This design comes from an exercise in tuning for small area and a short achievable clock period on the open sky130 flow, not from production work.
Function was not checked in any run shown here: the RTL went through the layout flow alone.
Power is estimated from default activity; no workload was simulated.

## flow/design.v (module list and top-level ports; edited modules follow where they fit)
// module multiplier: 3488 lines
// module FA: 4 lines
// module FAX: 6 lines
// module HA: 4 lines
// module MAJ: 3 lines
// module BENC: 5 lines
// module PPSEL: 3 lines
// module INV: 3 lines
// module NAND2: 3 lines
// module NOR2: 3 lines
// module XOR2: 3 lines
// module XNOR2: 3 lines
// module AOI21: 3 lines
// module OAI21: 3 lines
// module CPA: 1510 lines
module multiplier (
    input clk,
    input rst,
    input start,
    input [31:0] A,
    input [31:0] B,
    input [7:0] Physical_address_in,
    input [31:0] PC_in,
    output [63:0] Product,
    output reg done,
    output reg [7:0] Physical_address_out,
    output reg [31:0] PC_out
);
  // ...
==> flow/run.sh <==
#!/bin/bash
# synth_recipe.tcl (not shown) runs the flow's synth.tcl, then flattens the netlist and writes it again
# the make line also repeats each setting of config.mk as NAME=value (left out here)
make -C /OpenROAD-flow-scripts/flow DESIGN_CONFIG=/design/flow/config.mk WORK_HOME=/design/flow/orfs CLKGATE_MAP_FILE= SYNTH_SCRIPT=/design/flow/synth_recipe.tcl finish
==> flow/config.mk <==
export PLATFORM = sky130hd
export DESIGN_NAME = multiplier
export DESIGN_NICKNAME = multiplier
export VERILOG_FILES = /design/flow/design.v
export SDC_FILE = /design/flow/constraint.sdc
export NUM_CORES = 8
export LEC_CHECK = 0
export CAP_MARGIN = 20
export CORE_MARGIN = 2
export CORE_UTILIZATION = 40
export SETUP_SLACK_MARGIN = 1.0
export SLEW_MARGIN = 20
export SYNTH_HIERARCHICAL = 1
export SYNTH_MINIMUM_KEEP_SIZE = 0
==> flow/constraint.sdc <==
create_clock -name core_clock -period 5.0 [get_ports {clk}]
set_input_delay 1.0000 -clock core_clock [delete_from_list [all_inputs] [get_ports {clk}]]
set_output_delay 1.0000 -clock core_clock [all_outputs]
set_load 0.01 [all_outputs]
==> metrics.cfg, run 1 <==
[global_routing]
use_met1_pct=36.9
grt_pass1_vias=28500
antenna_found_initial=2
grt_usage_pct=27.4

[setup_path]
critPathLaunchType=flip-flop
cp_common_cell=a21oi_2
crit_slowest_cell=clkdlybuf4s50_1

[finish]
final_cell_mix=1405 x xor2_1, 525 x a22o_1, 479 x maj3_2, 294 x buf_4, 167 x nand2_1
seqCellArea_um2=3380
sh_seq_area_pct=7.97
largest_reg_flops=32
seq_cells=168
fin_nets=4392
buffer_area_share_pct=13.6
multi_input_gates=3419
stdcell_count=5286
area_growth_pct=31.7
design_area_um2=42400
regMostFlops=PC_out
top_regs=PC_out x32, Physical_address_out x8

[power_and_ir_drop]
power_switching_share_pct=52.4
p_int_w=0.0163
p_leak_nw=18.5

[drt]
ant_nets=0
drc=0
met3_length_um=9200
viasPerCell=5.69

[clocking]
clockBufferDepth=2
cts_tree=done
h-tree-depth=4
hold_buffers=0
post_cts_buffers=70

[outcome]
status=no timing/DRC/antenna violations

[floorplanning]
tap_cells=1050

[placement]
dp_cells=5042
dpl_worst_slack_ns=0.0519
portBuffers=211

[job]
cap_viol_max_count=0

[timing]
tightest_slew_ns=0.919
worst_hold_slack_ns=0.940

[worst_hold_path]
hp-start=B[1]
holdPathEnd=r0_0

[synthesis]
avgSynthCellArea_um2=8.97
yosysWarningCount=7

==> run 2: changes to the inputs <==
--- a/flow/config.mk
+++ b/flow/config.mk
@@ -10,3 +10,3 @@
 export CORE_UTILIZATION = 40
-export SETUP_SLACK_MARGIN = 1.0
+export SETUP_SLACK_MARGIN = 0.5
 export SLEW_MARGIN = 20
==> run 2 against run 1 <==
Compared with the run above: first-iteration DRC count hardly changed; count of clock-buffer cells in the layout stayed put; global-route usage is 0.47 points lower; worst hold slack better by 0.041 ns; worst setup slack worse by 0.44 ns; die area stayed put; clock power is 7% lower; synthesized cell count stayed put; sequential cell count stayed put; design area is 9.5% lower; critical endpoint is now Product[57]; largest power group unchanged.
==> metrics.cfg, run 2 <==
[worst_hold_path]
min_path_type=input port to flip-flop  ; unchanged
hp-start=PC_in[24]  ; was B[1]

[finish]
fin_util_pct=48.3  ; was 53.5%
fin_nets=4226  ; was 4392
final_cell_mix=1505 x xor2_1, 528 x a22o_1, 479 x maj3_2, 194 x clkdlybuf4s50_1, 191 x buf_4  ; was 1405 x xor2_1, 525 x a22o_1, 479 x maj3_2, 294 x buf_4, 167 x nand2_1
largest_reg_flops=32  ; unchanged
regMostFlops=PC_out  ; unchanged
area_growth_pct=19.1  ; was 31.7%
final_common_cell=xor2_1  ; unchanged
n_antenna_cell=0  ; unchanged
top_regs=PC_out x32, Physical_address_out x8  ; unchanged
drive_above_1_share_pct=23.5  ; was 33.1%
nFillCells=7809  ; was 7267

[global_routing]
grt_pass1_wl_um=171000  ; was 174000 um
antenna_found_initial=2  ; unchanged
grt_max_degree=37  ; was 68
grt_usage_pct=27.0  ; was 27.4%
grt_pass1_vias=28200  ; was 28500
grt-ovfl-total=0  ; unchanged

[setup_path]
cp-end-kind=output pin  ; unchanged
critPathLaunchType=flip-flop  ; unchanged
critical_path.max_fanout=4  ; unchanged
path_class=flip-flop to output pin  ; unchanged
cp_common_cell=a21oi_2  ; unchanged
worstPathCellList=xnor2_1 > nor2_1 > a21oi_2 > o21ai_1 > a21oi_2 > o21ai_1 > a21oi_2 > xor2_1 > clkdlybuf4s50_1  ; was xnor2_2 > nor2_1 > nand2_1 > o21ai_2 > a21oi_2 > o21ai_4 > a21oi_2 > xor2_1 > clkdlybuf4s50_1
crit_slowest_cell=clkdlybuf4s50_1  ; unchanged
critical-path-top-delay-family=compound AO/OA/AOI/OAI gates  ; unchanged
arrival_ns=3.42  ; was 2.98 ns
worst_path_largest_cell_delay_ns=0.59  ; was 0.58 ns
crit_required_ns=4.00  ; about the same
worst-path-buf-inv=1  ; unchanged
startpoint=r23_1  ; was r19_0

[timing]
finalSetupViolations=0  ; unchanged
hold_violations=0  ; unchanged
post-route-period-util_pct=88.4  ; was 79.6%
tightest_slew_ns=0.902  ; was 0.919 ns
post-route-min-period_ns=4.42  ; was 3.98 ns
rsz0062_at_grt=no  ; was yes
slew_viol_final=0  ; unchanged
max_freq_mhz=226  ; was 251 MHz
relSlewSlack_pct=39.7  ; was 38.6%
tns_ns=0  ; unchanged

[floorplanning]
start_util_pct=40.6  ; unchanged
fp-row-count=103  ; unchanged
die_w_um=288  ; unchanged
die_area_um2=82700  ; unchanged
die_h_um=288  ; unchanged
num_io_pins=212  ; unchanged
coreArea_um2=79300  ; unchanged

[power_and_ir_drop]
p_leak_nw=16.6  ; was 18.5 nW
seqPwrFrac_pct=8.6  ; was 8.5%
peakVddDrop_mv=0.442  ; was 0.533 mV
comb_power_share_pct=87.3  ; was 87.5%
pwr-share-clk_pct=4.1  ; was 4.0%
p_sw_w=0.0162  ; was 0.0179 W
power_density_nw_per_um2=804  ; was 806 nW/um^2
power_switching_share_pct=52.6  ; was 52.4%
p_int_w=0.0146  ; was 0.0163 W

[drt]
ant_nets=0  ; unchanged
wl_per_cell_um=22.5  ; was 23.3 um
firstDrtPassIters=5  ; was 6
viasPerCell=5.64  ; was 5.69
vias=28900  ; was 30100
drc=0  ; unchanged
finalWirelength_um=115000  ; was 123000 um
drt_iter0_drc=2360  ; was 2362

[outcome]
status=no timing/DRC/antenna violations  ; unchanged

[clocking]
cts_sinks=168  ; unchanged
cts_root_buf=clkbuf_16  ; unchanged
hold_buffers=0  ; unchanged
numCtsBuffers=17  ; unchanged
cts_tree=done  ; unchanged
clockBufferDepth=2  ; unchanged
h-tree-depth=4  ; unchanged
clk_pin_slew_worst_paths_ns=0.07  ; was 0.08 ns

[placement]
gp_congestion=0.943  ; was 0.955
dp_hpwl_um=99700  ; was 97800 um
portBuffers=211  ; unchanged

[synthesis]
avgSynthCellArea_um2=8.97  ; unchanged
netlist_area_um2=32200  ; unchanged
netlist_instances=3585  ; unchanged
yosysWarningCount=7  ; unchanged

[job]
cap_viol_max_count=0  ; unchanged

## run 2: cell type report
| type | instances | area, um^2 | share of cell area [%] |
|---|---|---|---|
| clock buffers | 17 | 425 | 1.11 |
| clock inverters | 15 | 138 | 0.359 |
| inverters | 32 | 120 | 0.313 |
| multi-input cells | 3413 | 29100 | 75.8 |
| flip-flops and latches | 168 | 3360 | 8.78 |
| well taps | 1050 | 1310 | 3.43 |
| repair buffers | 425 | 3900 | 10.2 |
## run 2: timing repair
action                                  4_1_cts  5_1_grt
endpoints found under the setup margin        2       27
resized for setup                             2       24
setup buffers                                 0        6
pin swaps                                     0        7
## run 2: per-layer routing
| metal | vias to the layer above | wire length [um] | GRT usage [%] |
|---|---|---|---|
| met4 | 0 | 3700 | 8.63 |
| li1 | 13800 | - | - |
| met2 | 1000 | 50600 | 43.8 |
| met1 | 13900 | 52900 | 36.7 |
| met5 | - | 0 | 0 |
| met3 | 156 | 7860 | 3.69 |
## run 2: stage by stage
stage	hold WS (ns)	cell area (um^2)	total power, W	setup WS [ns]	instances
final	0.980	38300	0.0308	0.579	5120
after global routing	0.953	38300	0.0331	0.499	5120
after CTS	0.946	38100	0.0306	0.497	5114
after detailed placement	1.45	37500	0.0292	0.135	5082
after global placement	1.45	37500	0.0289	0.189	5082
after floorplan	1.03	32400	0.0213	0.512	3616
## run 2: power groups by stage
stage	logic (W)	clock network [W]	registers (W)
final	0.0269	0.00127	0.00265
after global routing	0.0291	0.00137	0.00271
after CTS	0.0266	0.00131	0.00263
after detailed placement	0.0266	0	0.00266
after global placement	0.0263	0	0.00265
after floorplan	0.0187	0	0.00255
## run 2: path summary, 6_finish.rpt
| check | to | slack (ns) | cells after the start |
|---|---|---|---|
| setup / recovery | Product[57] | 0.58 | 9 |
| hold / removal | PC_out[24] | 0.98 | 1 |
==> run 3: changes to the inputs <==
==> flow/flow/run.sh (new file) <==
#!/bin/bash
# Layout flow: the standard ORFS flow (standard.sh) with extra ORFS
# settings read from flow/knobs.txt (one VAR=value per line).
set -euo pipefail
knobs=()
while IFS= read -r line; do
  [[ -z "$line" || "$line" == \#* ]] && continue
  knobs+=("$line")
done < flow/knobs.txt
bash standard.sh "${knobs[@]}" finish > standard.log 2>&1
==> flow/flow/knobs.txt (new file) <==
BUFFER_PORTS_ARGS=-buffer_cell sky130_fd_sc_hd__buf_4
==> flow/standard.sh (new file) <==
#!/bin/bash
# synth_recipe.tcl (not shown) runs the flow's synth.tcl, then flattens the netlist and writes it again
# the make line also repeats each setting of config.mk as NAME=value (left out here)
make -C /OpenROAD-flow-scripts/flow DESIGN_CONFIG=/design/flow/config.mk WORK_HOME=/design/flow/orfs CLKGATE_MAP_FILE= SYNTH_SCRIPT=/design/flow/synth_recipe.tcl "${@:-finish}"
removed: flow/run.sh
==> run 3 against run 2 <==
Compared with the run above: still clean on timing, DRC and antenna; worst hold slack worse by 0.35 ns; first-iteration DRC count is 1.7% lower; sequential power hardly changed; via count is 2.2% lower; sequential share of layout area is 0.44 points higher; routed wire length is 2.0% lower; critical path type is now input port to flip-flop.
==> metrics.cfg, run 3 <==
[outcome]
status=no timing/DRC/antenna violations  ; unchanged

[global_routing]
grt_usage_pct=26.5  ; was 27.0%
grt_max_degree=37  ; unchanged
antenna_found_initial=6  ; was 2
grt-ovfl-total=0  ; unchanged
grt_pass1_vias=27100  ; was 28200
grt_pass1_wl_um=168000  ; was 171000 um

[job]
cap_viol_max_count=0  ; unchanged

[clocking]
cts_sinks=168  ; unchanged
clk_pin_slew_worst_paths_ns=0.08  ; was 0.07 ns
cts_tree=done  ; unchanged
hold_buffers=0  ; unchanged
clockBufferDepth=2  ; unchanged
numCtsBuffers=17  ; unchanged
cts_root_buf=clkbuf_16  ; unchanged
h-tree-depth=4  ; unchanged
post_cts_buffers=0  ; unchanged

[placement]
dp_cells=4950  ; was 5082
portBuffers=211  ; unchanged
gp_congestion=0.920  ; was 0.943
dp_hpwl_um=96100  ; was 99700 um

[timing]
finalSetupViolations=0  ; unchanged
slew_viol_final=0  ; unchanged
post-route-period-util_pct=87.0  ; was 88.4%
relSlewSlack_pct=40.9  ; was 39.7%
tns_ns=0  ; unchanged
tightest_slew_ns=0.884  ; was 0.902 ns
max_freq_mhz=230  ; was 226 MHz
hold_violations=0  ; unchanged
rsz0062_at_grt=no  ; unchanged
post-route-min-period_ns=4.35  ; was 4.42 ns

[finish]
area_growth_pct=13.5  ; was 19.1%
nFillCells=7912  ; was 7809
drive_above_1_share_pct=25.3  ; was 23.5%
top_regs=PC_out x32, Physical_address_out x8  ; unchanged
regMostFlops=PC_out  ; unchanged
largest_reg_flops=32  ; unchanged
final_common_cell=xor2_1  ; unchanged
final_cell_mix=1515 x xor2_1, 528 x a22o_1, 479 x maj3_2, 286 x buf_4, 169 x nand2_1  ; was 1505 x xor2_1, 528 x a22o_1, 479 x maj3_2, 194 x clkdlybuf4s50_1, 191 x buf_4
stdcell_count=4983  ; was 5120
fin_nets=4088  ; was 4226

[drt]
viasPerCell=5.66  ; was 5.64
wl_per_cell_um=22.6  ; was 22.5 um
drc=0  ; unchanged
finalWirelength_um=113000  ; was 115000 um
vias=28200  ; was 28900
firstDrtPassIters=6  ; was 5
drt_iter0_drc=2320  ; was 2360
ant_nets=0  ; unchanged

[setup_path]
critical_path.max_fanout=35  ; was 4
cp_common_cell=xor2_1  ; was a21oi_2
crit_slowest_cell=nor2b_1  ; was clkdlybuf4s50_1
arrival_ns=4.75  ; was 3.42 ns
worst-path-buf-inv=3  ; was 1
worstPathCellList=buf_4 > buf_4 > nor2b_1 > inv_1 > maj3_2 > xor2_1 > xor2_1 > xor2_1 > xor2_1 > maj3_2 > xor2_1 > xor2_1 > maj3_2  ; was xnor2_1 > nor2_1 > a21oi_2 > o21ai_1 > a21oi_2 > o21ai_1 > a21oi_2 > xor2_1 > clkdlybuf4s50_1
critical-path-top-delay-family=XOR/XNOR gates  ; was compound AO/OA/AOI/OAI gates
crit_required_ns=5.40  ; was 4.00 ns
startpoint=B[5]  ; was r23_1
critPathLaunchType=input port  ; was flip-flop
worst_path_largest_cell_delay_ns=0.55  ; was 0.59 ns
cp-end-kind=flip-flop  ; was output pin
path_class=input port to flip-flop  ; was flip-flop to output pin

[floorplanning]
coreArea_um2=79300  ; unchanged
fp-row-count=103  ; unchanged
num_io_pins=212  ; unchanged
start_util_pct=40.6  ; unchanged
die_area_um2=82700  ; unchanged
die_h_um=288  ; unchanged
die_w_um=288  ; unchanged

[power_and_ir_drop]
power_density_nw_per_um2=830  ; was 804 nW/um^2
power_w=0.0303  ; was 0.0308 W
peakVddDrop_mv=0.441  ; was 0.442 mV
p_leak_nw=16.0  ; was 16.6 nW

[synthesis]
yosysWarningCount=7  ; unchanged
netlist_area_um2=32200  ; unchanged
netlist_instances=3585  ; unchanged
avgSynthCellArea_um2=8.97  ; unchanged

[worst_hold_path]
hp-start=Physical_address_in[2]  ; was PC_in[24]
min_path_type=input port to flip-flop  ; unchanged

-- run 3: changes by cell type in the layout (fill, tap and decap cells not counted), sizes merged --
cell / change
clkdlybuf4s50: -194
buf: +57
clkinvlp: -3
bufinv: +1
clkinv: +1
diode: +1
dlymetal6s2s: -1
inv: +1
-- run 3: area by class of cell --
| cell class | count | area (um^2) | area share, % |
|---|---|---|---|
| Multi-Input combinational cell | 3413 | 28900 | 79.2 |
| Timing Repair Buffer | 287 | 2170 | 5.94 |
| Tap cell | 1050 | 1310 | 3.60 |
| Inverter | 32 | 120 | 0.329 |
| Antenna cell | 1 | 2.50 | 0.00686 |
| Clock inverter | 15 | 200 | 0.549 |
| Clock buffer | 17 | 425 | 1.17 |
| Sequential cell | 168 | 3360 | 9.22 |
-- run 3: final timing paths --
| path | end | slack [ns] | cells past startpoint |
|---|---|---|---|
| min | Physical_address_out[2] | 0.63 | 1 |
| max | r40_0 | 0.65 | 13 |
-- run 3: timing repair --
action / 4_1_cts / 5_1_grt
endpoints found under the setup margin: 0 / 2
resized for setup: 0 / 1
hold endpoints to repair: 0 / 0
-- run 3: layer usage --
metal	GRT usage (%)	wire, um
met5	0	27
met4	8.91	3500
met3	4.14	7790
met2	41.5	48400
met1	36.8	53100
-- run 3: report_power, final --
group / switching (W) / leakage (nW) / internal, W / total (W)
sequential: 0.000379 / 1.42 / 0.00225 / 0.00263
clock: 0.000641 / 0.305 / 0.000725 / 0.00137
combinational: 0.0156 / 14.3 / 0.0107 / 0.0263
-- run 3: metrics by stage --
step | cell area (um^2) | hold WS, ns | worst slack [ns] | utilization [%]
detailed placement | 35900 | 1.11 | 0.135 | 45.2
CTS | 36500 | 0.602 | 0.636 | 46.0
global route | 36500 | 0.607 | 0.538 | 46.0
global placement | 35900 | 1.10 | 0.130 | 45.2
finish | 36500 | 0.631 | 0.652 | 46.0
floorplan | 32400 | 1.03 | 0.512 | -
==> run 4: changes to the inputs <==
--- a/flow/config.mk
+++ b/flow/config.mk
@@ -10,3 +10,3 @@
 export CORE_UTILIZATION = 40
-export SETUP_SLACK_MARGIN = 0.5
+export SETUP_SLACK_MARGIN = 1.0
 export SLEW_MARGIN = 20
==> run 4 against run 3 <==
Compared with the run above: still clean; area after synthesis unchanged; design area up 4.1%; highest routed layer is now met4; sequential cell count unchanged; critical endpoint is now r23_1.
==> metrics.cfg, run 4 <==
[global_routing]
grt_pass1_wl_um=169000  ; was 168000 um
grt-ovfl-total=0  ; unchanged
grt_max_degree=36  ; was 37
antenna_found_initial=0  ; was 6
grt_usage_pct=26.8  ; was 26.5%
grt_pass1_vias=27600  ; was 27100

[clocking]
hold_buffers=0  ; unchanged
clk_pin_slew_worst_paths_ns=0.08  ; about the same
cts_root_buf=clkbuf_16  ; unchanged
cts_tree=done  ; unchanged
h-tree-depth=4  ; unchanged
clockBufferDepth=2  ; unchanged
numCtsBuffers=17  ; unchanged
cts_sinks=168  ; unchanged

[timing]
post-route-min-period_ns=4.02  ; was 4.35 ns
rsz0062_at_grt=yes  ; was no
slew_viol_final=0  ; unchanged
tns_ns=0  ; unchanged
post-route-period-util_pct=80.4  ; was 87.0%
max_freq_mhz=249  ; was 230 MHz
tightest_slew_ns=0.833  ; was 0.884 ns
relSlewSlack_pct=44.3  ; was 40.9%
finalSetupViolations=0  ; unchanged
hold_violations=0  ; unchanged

[placement]
gp_congestion=0.968  ; was 0.920
place_area_um2=36000  ; was 35900 um^2
portBuffers=211  ; unchanged
dp_hpwl_um=95300  ; was 96100 um

[finish]
fin_nets=4142  ; was 4088
area_growth_pct=18.1  ; was 13.5%
final_cell_mix=1466 x xor2_1, 528 x a22o_1, 479 x maj3_2, 299 x buf_4  ; was 1515 x xor2_1, 528 x a22o_1, 479 x maj3_2, 286 x buf_4, 169 x nand2_1
regMostFlops=PC_out  ; unchanged
largest_reg_flops=32  ; unchanged
multi_input_area_um2=29900  ; was 28900 um^2
top_regs=PC_out x32, Physical_address_out x8  ; unchanged
design_area_um2=38000  ; was 36500 um^2
seqCellArea_um2=3360  ; unchanged
nFillCells=7705  ; was 7912
final_common_cell=xor2_1  ; unchanged
drive_above_1_share_pct=29.0  ; was 25.3%

[floorplanning]
start_util_pct=40.6  ; unchanged
die_h_um=288  ; unchanged
num_io_pins=212  ; unchanged
fp-row-count=103  ; unchanged
die_w_um=288  ; unchanged
die_area_um2=82700  ; unchanged
coreArea_um2=79300  ; unchanged

[worst_hold_path]
hp-start=Physical_address_in[7]  ; was Physical_address_in[2]
holdPathEnd=Physical_address_out[7]  ; was Physical_address_out[2]
hold_path_depth=1  ; unchanged
min_path_type=input port to flip-flop  ; unchanged

[outcome]
status=no timing/DRC/antenna violations  ; unchanged

[drt]
finalWirelength_um=115000  ; was 113000 um
dr.max_layer_used=met4  ; was met5
drc=0  ; unchanged
viasPerCell=5.70  ; was 5.66
vias=28700  ; was 28200
wl_met1_um=51900  ; was 53100 um
wl_met2_um=50300  ; was 48400 um
wl_per_cell_um=22.9  ; was 22.6 um
drt_iter0_drc=2123  ; was 2320
firstDrtPassIters=5  ; was 6
ant_nets=0  ; unchanged
met3_length_um=8730  ; was 7790 um

[power_and_ir_drop]
peakVddDrop_mv=0.406  ; was 0.441 mV
power_density_nw_per_um2=817  ; was 830 nW/um^2
p_leak_nw=16.6  ; was 16.0 nW

[setup_path]
crit_required_ns=5.30  ; was 5.40 ns
cp-end-kind=flip-flop  ; unchanged
critPathLaunchType=input port  ; unchanged
critical_path.max_fanout=18  ; was 35
arrival_ns=4.32  ; was 4.75 ns
path_class=input port to flip-flop  ; unchanged
startpoint=B[0]  ; was B[5]

[synthesis]
netlist_area_um2=32200  ; unchanged
avgSynthCellArea_um2=8.97  ; unchanged
yosysWarningCount=7  ; unchanged
netlist_instances=3585  ; unchanged

[job]
cap_viol_max_count=0  ; unchanged

[run 4: changes by cell type in the layout (fill, tap and decap cells not counted), sizes merged]
cell      delta
nor2         +8
bufinv       +1
inv          +2
buf         +45
clkinvlp     +1
clkbuf       +2
clkinv       -5
[run 4: final cells by class]
cell class | count | share of cell area (%)
clock inverters | 14 | 0.458
inverters | 32 | 0.316
flip-flops and latches | 168 | 8.85
well taps | 1050 | 3.46
clock buffers | 18 | 1.13
multi-input cells | 3421 | 78.6
diodes | 1 | 0.00659
repair buffers | 333 | 7.19
[run 4: repair_timing]
action                     4_1_cts  5_1_grt
setup endpoints to repair       37       61
cloned                           4        4
resized for setup               23      112
pin swaps                        8       39
setup buffers                    8       40
[run 4: worst max path at each step]
| stage | slack [ns] | endpoint | cells past startpoint |
|---|---|---|---|
| 2_1_floorplan | 0.92 | r35_1 | 12 |
| 3_3_place_gp | 0.41 | r44_1 | 13 |
| 3_5_place_dp | 0.38 | r44_1 | 13 |
| 4_1_cts | 0.95 | Product[63] | 10 |
| 5_1_grt | 0.97 | r40_0 | 15 |
| 6_report | 0.98 | r23_1 | 13 |
[run 4: power by group]
group / switching, W / total, W / internal (W) / leakage, nW
Sequential: 0.000441 / 0.00269 / 0.00225 / 1.42
Clock: 0.000627 / 0.00139 / 0.000759 / 0.295
Combinational: 0.0158 / 0.0270 / 0.0112 / 14.9
Total: 0.0168 / 0.0310 / 0.0142 / 16.6
[run 4: critical path, cell delays in order]
cell and delay [ns]:
buf_4 0.15, ha_4 0.33, nor2_4 0.26, buf_4 0.19, a22o_1 0.17, xor2_1 0.19
xor2_1 0.39, xor2_1 0.21, xor2_1 0.12, maj3_2 0.35, maj3_2 0.36, xor2_1 0.19
xor2_1 0.42
[run 4: per-stage QoR]
step	total power [W]	hold WS, ns	instances	util (%)	worst slack [ns]
global placement	0.0283	1.10	4948	45.5	0.411
floorplan	0.0213	1.03	3616	-	0.923
detailed placement	0.0287	1.11	4948	45.5	0.381
CTS	0.0303	0.610	4992	46.6	0.955
finish	0.0310	0.632	5037	47.9	0.979
global route	0.0333	0.614	5036	47.9	0.972
[run 4: routing by layer]
metal	vias to the layer above	track usage (%)
met2	1083	42.8
met4	0	8.93
met5	-	0
met3	197	4.74
met1	13900	36.0
li1	13600	-
==> run 5: changes to the inputs <==
--- a/flow/config.mk
+++ b/flow/config.mk
@@ -10,3 +10,3 @@
 export CORE_UTILIZATION = 40
-export SETUP_SLACK_MARGIN = 1.0
+export SETUP_SLACK_MARGIN = 1.4
 export SLEW_MARGIN = 20
==> run 5 against run 4 <==
Compared with the run above: area after synthesis did not move; critical path type unchanged; still clean; combinational power rose by about 20%; critical path depth did not move; count of clock-buffer cells in the layout did not move; utilization rose by 7.7 points; first-iteration DRC count rose by 23%; worst hold slack improved by 0.0072 ns; final cell count rose by 4.4%; global-route usage rose by 1.2 points; routed wire length rose by 7.6%; maximum frequency rose by 2.2%; sequential cell count did not move.
==> metrics.cfg, run 5 <==
[drt]
finalWirelength_um=124000  ; was 115000 um
drc=0  ; unchanged
drt_iter0_drc=2607  ; was 2123
viasPerCell=5.76  ; was 5.70
vias=30300  ; was 28700
firstDrtPassIters=6  ; was 5
ant_nets=0  ; unchanged
wl_per_cell_um=23.6  ; was 22.9 um

[setup_path]
path_class=input port to flip-flop  ; unchanged
cp_common_cell=xor2_1  ; unchanged
crit_required_ns=5.33  ; was 5.30 ns
worst-path-buf-inv=1  ; was 2
startpoint=B[6]  ; was B[0]
crit_slowest_cell=maj3_2  ; was xor2_1
critical_path.max_fanout=6  ; was 18
cp-end-kind=flip-flop  ; unchanged
critPathLaunchType=input port  ; unchanged
worstPathCellList=buf_12 > ha_4 > nor2_4 > a22o_1 > xor2_1 > xor2_1 > xor2_1 > xor2_2 > maj3_2 > maj3_2 > maj3_2 > xor2_1 > xor2_1  ; was buf_4 > ha_4 > nor2_4 > buf_4 > a22o_1 > xor2_1 > xor2_1 > xor2_1 > xor2_1 > maj3_2 > maj3_2 > xor2_1 > xor2_1
critical-path-top-delay-family=adder cells  ; was XOR/XNOR gates
arrival_ns=4.27  ; was 4.32 ns
worst_path_largest_cell_delay_ns=0.35  ; was 0.42 ns

[finish]
regMostFlops=PC_out  ; unchanged
final_common_cell=xor2_1  ; unchanged
largest_reg_flops=32  ; unchanged
n_antenna_cell=0  ; was 1
stdcell_count=5258  ; was 5037
final_cell_mix=1296 x xor2_1, 478 x maj3_2, 468 x a22o_1, 430 x buf_4, 205 x xor2_2  ; was 1466 x xor2_1, 528 x a22o_1, 479 x maj3_2, 299 x buf_4
drive_above_1_share_pct=43.0  ; was 29.0%
nFillCells=6981  ; was 7705
area_growth_pct=37.1  ; was 18.1%
design_area_um2=44100  ; was 38000 um^2
top_regs=PC_out x32, Physical_address_out x8  ; unchanged
fin_nets=4364  ; was 4142

[floorplanning]
num_io_pins=212  ; unchanged
fp-row-count=103  ; unchanged
coreArea_um2=79300  ; unchanged
start_util_pct=40.6  ; unchanged
die_w_um=288  ; unchanged
die_h_um=288  ; unchanged
die_area_um2=82700  ; unchanged

[timing]
max_freq_mhz=254  ; was 249 MHz
post-route-period-util_pct=78.7  ; was 80.4%
relSlewSlack_pct=53.4  ; was 44.3%
slew_viol_final=0  ; unchanged
tightest_slew_ns=0.698  ; was 0.833 ns
rsz0062_at_grt=yes  ; unchanged
tns_ns=0  ; unchanged
finalSetupViolations=0  ; unchanged
post-route-min-period_ns=3.94  ; was 4.02 ns
hold_violations=0  ; unchanged

[power_and_ir_drop]
p_sw_w=0.0194  ; was 0.0168 W
p_leak_nw=18.8  ; was 16.6 nW
seqPwrFrac_pct=8.1  ; was 8.7%
power_switching_share_pct=52.8  ; was 54.2%
peakVddDrop_mv=0.484  ; was 0.406 mV
pwr-share-clk_pct=3.6  ; was 4.5%
p_int_w=0.0174  ; was 0.0142 W
comb_power_share_pct=88.4  ; was 86.9%
power_density_nw_per_um2=833  ; was 817 nW/um^2

[global_routing]
grt_max_degree=41  ; was 36
grt-ovfl-total=0  ; unchanged
antenna_found_initial=3  ; was 0
grt_usage_pct=28.0  ; was 26.8%
grt_pass1_vias=28500  ; was 27600
grt_pass1_wl_um=176000  ; was 169000 um

[worst_hold_path]
hp-start=PC_in[5]  ; was Physical_address_in[7]
min_path_type=input port to flip-flop  ; unchanged

[placement]
portBuffers=211  ; unchanged
gp_congestion=0.987  ; was 0.968
dp_cells=4940  ; was 4948
place_area_um2=36000  ; unchanged
dp_hpwl_um=94900  ; was 95300 um

[clocking]
numCtsBuffers=17  ; unchanged
cts_tree=done  ; unchanged
clk_pin_slew_worst_paths_ns=0.07  ; was 0.08 ns
cts_root_buf=clkbuf_16  ; unchanged
hold_buffers=0  ; unchanged
clockBufferDepth=2  ; unchanged
cts_sinks=168  ; unchanged
h-tree-depth=4  ; unchanged

[job]
cap_viol_max_count=0  ; unchanged

[synthesis]
avgSynthCellArea_um2=8.97  ; unchanged
netlist_area_um2=32200  ; unchanged
netlist_instances=3585  ; unchanged
yosysWarningCount=7  ; unchanged

[outcome]
status=no timing/DRC/antenna violations  ; unchanged

==> run 5: worst paths after layout <==
| kind | to | slack [ns] | depth (start not counted) |
|---|---|---|---|
| hold / removal | PC_out[5] | 0.64 | 1 |
| setup / recovery | r41_1 | 1.06 | 13 |
==> run 5: metrics by stage <==
| stage | power, W | setup slack, ns | hold slack (ns) | utilization [%] |
|---|---|---|---|---|
| after floorplan | 0.0213 | 0.923 | 1.03 | - |
| after global placement | 0.0285 | 0.177 | 1.10 | 45.5 |
| after detailed placement | 0.0289 | 0.161 | 1.11 | 45.5 |
| after CTS | 0.0324 | 1.23 | 0.604 | 50.2 |
| after global routing | 0.0390 | 1.02 | 0.607 | 55.6 |
| final | 0.0367 | 1.06 | 0.639 | 55.6 |
==> run 5: final cells by class <==
cell class | count | area [um^2] | area share [%]
inverter | 32 | 120 | 0.272
clock inverter | 14 | 156 | 0.355
tap | 1050 | 1310 | 2.98
sequential | 168 | 3400 | 7.70
clock buffer | 18 | 439 | 0.996
multi-input combinational | 3423 | 33400 | 75.8
timing repair buffer | 553 | 5270 | 11.9
==> run 5: power by group through the flow <==
stage	Sequential [W]	Clock (W)	Combinational [W]
6_report	0.00296	0.00131	0.0325
3_3_place_gp	0.00264	0	0.0259
4_1_cts	0.00280	0.00135	0.0282
3_5_place_dp	0.00266	0	0.0262
5_1_grt	0.00303	0.00139	0.0345
2_1_floorplan	0.00255	0	0.0188
==> run 5: metal layers <==
metal,part of all wire [%],GRT usage (%),routed length (um)
met4,4.1,8.85,5110
met2,44,44.4,54300
met1,44,38.8,54500
met3,8.0,3.91,9930
met5,0.010,0,13
==> run 5: repair_timing <==
item,4_1_cts,5_1_grt
cloned,13,9
setup buffers,132,132
gates resized for setup,292,521
endpoints found under the setup margin,119,116
pin swaps,183,433

==> separate check: timing with driven ports <==
The flow's constraints put no driver on any port. The routed layouts listed below were extracted and timed again, unchanged, in two steps.
Step 1 (the two cells are an assumption about what drives the block):
set clk [get_ports {clk}]
set_driving_cell -lib_cell sky130_fd_sc_hd__clkbuf_16 $clk
set_driving_cell -lib_cell sky130_fd_sc_hd__buf_2 [delete_from_list [all_inputs] $clk]
Step 2 also shifts input and output timing later by t, the mid clock arrival at the registers, as if the neighbouring blocks saw the same clock.
a / b / c = ideal / step 1 / step 2; a / b = the first two.
run	t (ns)	setup slack, ns	slew at the worst register clock pin (ns)
run 1	0.499	1.021 / 0.967 / 0.545	0.08 / 0.08
run 2	0.516	0.579 / 0.518 / 0.142	0.08 / 0.08
run 3	0.512	0.652 / 0.670 / 0.158	0.08 / 0.08
run 4	0.518	0.979 / 1.010 / 0.492	0.08 / 0.08
run 5	0.507	1.064 / 1.073 / 0.566	0.07 / 0.07
After both steps every run listed still meets setup and hold. For run 5, which loses most, drivers alone change the setup slack by +0.009 ns; drivers and shift together by -0.498 ns.
